From an optimization exercise on the open Yosys and OpenROAD flow, aimed at small area and a short achievable clock period; shortcuts taken in it are not production practice. In this exercise RTL edits were held to simulation tests only and were not proved equivalent to the original. Power figures rest on the tool's default switching activity, not on a simulated workload.

Setup of try-sierra:
## cpu_riscv
module cpu_riscv (
    input  wire        clk,
    input  wire        reset,
    output wire [31:0] instr_addr,
    input  wire [31:0] instr_data,
    input  wire [4:0]  register_data_debug_address,
    output wire [31:0] register_data_debug
);
wire [31:0] instr = instr_data;
wire [31:0] pc;
wire [31:0] pc_next;
program_counter pc_reg (
    .clk(clk),
    .reset(reset),
    .pc_next(pc_next),
    .pc_current(pc)
);
assign instr_addr = pc;
wire is_op, is_opi, is_load, is_store, is_br, is_jal, is_jalr, is_lui, is_auipc;
wire sel_sum, sel_p, sel_g, sel_shr, sel_shl, sel_slt, sel_sltu;
wire alu_sub, use_rs2, shift_left, shift_arith;
wire reg_write;
control_unit ctrl (
    .instr(instr),
    .is_op(is_op), .is_opi(is_opi), .is_load(is_load), .is_store(is_store),
    .is_br(is_br), .is_jal(is_jal), .is_jalr(is_jalr), .is_lui(is_lui), .is_auipc(is_auipc),
    .sel_sum(sel_sum), .sel_p(sel_p), .sel_g(sel_g), .sel_shr(sel_shr), .sel_shl(sel_shl),
  ...
==> flow/config.mk <==
export PLATFORM = sky130hd
export DESIGN_NAME = cpu_riscv
export DESIGN_NICKNAME = cpu_riscv
export VERILOG_FILES = /design/flow/design.v
export SDC_FILE = /design/flow/constraint.sdc
export NUM_CORES = 8
export LEC_CHECK = 0
export CAP_MARGIN = 20
export CORE_MARGIN = 2
export CORE_UTILIZATION = 35
export CTS_BUF_LIST = sky130_fd_sc_hd__clkbuf_16
export CTS_CLUSTER_DIAMETER = 100
export CTS_CLUSTER_SIZE = 25
export PLACE_DENSITY = 0.62
export SETUP_SLACK_MARGIN = 5
export SLEW_MARGIN = 20
export SYNTH_HIERARCHICAL = 1
==> flow/constraint.sdc <==
create_clock -name core_clock -period 13.0 [get_ports {clk}]
set_input_delay 2.6000 -clock core_clock [delete_from_list [all_inputs] [get_ports {clk}]]
set_output_delay 2.6000 -clock core_clock [all_outputs]
set_load 0.01 [all_outputs]
standard.sh (not shown) runs the stock make flow with config.mk's settings and CLKGATE_MAP_FILE= SYNTH_SCRIPT=/design/flow/synth_recipe.tcl, a recipe that flattens the netlist after the stock synthesis.
==> flow/flow/run.sh <==
#!/bin/bash
# Own layout flow: the standard flow (standard.sh: unchanged synthesis
# and steps). Placement and clock tree synthesis run with config.mk's
# settings; global routing's timing repair then aims at a slightly larger
# setup margin, to make up for what detailed routing later loses. The clock
# period and constraints are the design's. Each step's full log is in
# orfs/logs/; make's own output is in flow_make_*.log here.
set -euo pipefail
cd "$(dirname "$0")/.."
bash standard.sh cts > flow_make_cts.log 2>&1
bash standard.sh SETUP_SLACK_MARGIN=5.35 finish > flow_make_finish.log 2>&1
try-sierra did not stop at any stage, and its layout met the timing, DRC and antenna checks.
diff inputs: try-sierra => try-willow
# try-sierra
export LEC_CHECK = 0
export CAP_MARGIN = 20
export CORE_MARGIN = 2
export CORE_UTILIZATION = 35
export CTS_BUF_LIST = sky130_fd_sc_hd__clkbuf_16
export CTS_CLUSTER_DIAMETER = 100
export CTS_CLUSTER_SIZE = 25
export PLACE_DENSITY = 0.62
export SETUP_SLACK_MARGIN = 5
export SLEW_MARGIN = 20
export SYNTH_HIERARCHICAL = 1
create_clock -name core_clock -period 13.0 [get_ports {clk}]
# try-willow
export LEC_CHECK = 0
export CAP_MARGIN = 20
export CORE_MARGIN = 2
export CORE_UTILIZATION = 30
export CTS_BUF_LIST = sky130_fd_sc_hd__clkbuf_16
export CTS_CLUSTER_DIAMETER = 100
export CTS_CLUSTER_SIZE = 25
export PLACE_DENSITY = 0.62
export SETUP_SLACK_MARGIN = 5
export SLEW_MARGIN = 20
export SYNTH_HIERARCHICAL = 1
create_clock -name core_clock -period 13.0 [get_ports {clk}]
==> flow/run.sh (new file) <==
#!/bin/bash
# synth_recipe.tcl (not shown) runs the flow's synth.tcl, then flattens the netlist and writes it again
# the make line also repeats each setting of config.mk as NAME=value (left out here)
make -C /OpenROAD-flow-scripts/flow DESIGN_CONFIG=/design/flow/config.mk WORK_HOME=/design/flow/orfs CLKGATE_MAP_FILE= SYNTH_SCRIPT=/design/flow/synth_recipe.tcl finish
removed: flow/flow/run.sh
removed: flow/standard.sh
==> comparison <==
- Higher post-layout minimum cycle time among try-willow and try-sierra: try-willow
- Final design instance area without fill sits lower in try-willow than in try-sierra.
- Diff try-sierra -> try-willow: utilization went down; overall power went down.
- Diff try-sierra -> try-willow | initial core utilization | decrease of 5.1 points
- Width of the chip (lower): try-sierra
- Via count of the routed design: try-willow < try-sierra
- Setup slack: higher on try-sierra

-- re-timing with driven ports --
In the flow no input, the clock included, has a driving cell. The finished layouts below were timed again as built, in two steps. Step 1 assumes that a clkbuf_16 drives the clock port and a buf_2 every other input. Step 2 also shifts input and output timing later by t, the mid clock arrival at the registers, as if the neighbouring blocks saw the same clock. a / b / c = ideal / step 1 / step 2; a / b = the first two.
run | t, ns | setup WS [ns] | hold slack, ns | worst setup path after step 2 | worst slew at a driven data input, ns
try-sierra | 0.914 | 4.954 / 5.004 / 4.090 | 0.547 / 0.547 / 0.547 | input to register | 0.10
try-willow | 0.883 | 4.872 / 4.715 / 4.057 | 0.625 / 0.625 / 0.625 | input to register | 0.34
After both steps every run listed still meets setup and hold. The setup slack of try-sierra, which loses most, moves by +0.050 ns with the drivers and by -0.864 ns with both steps.
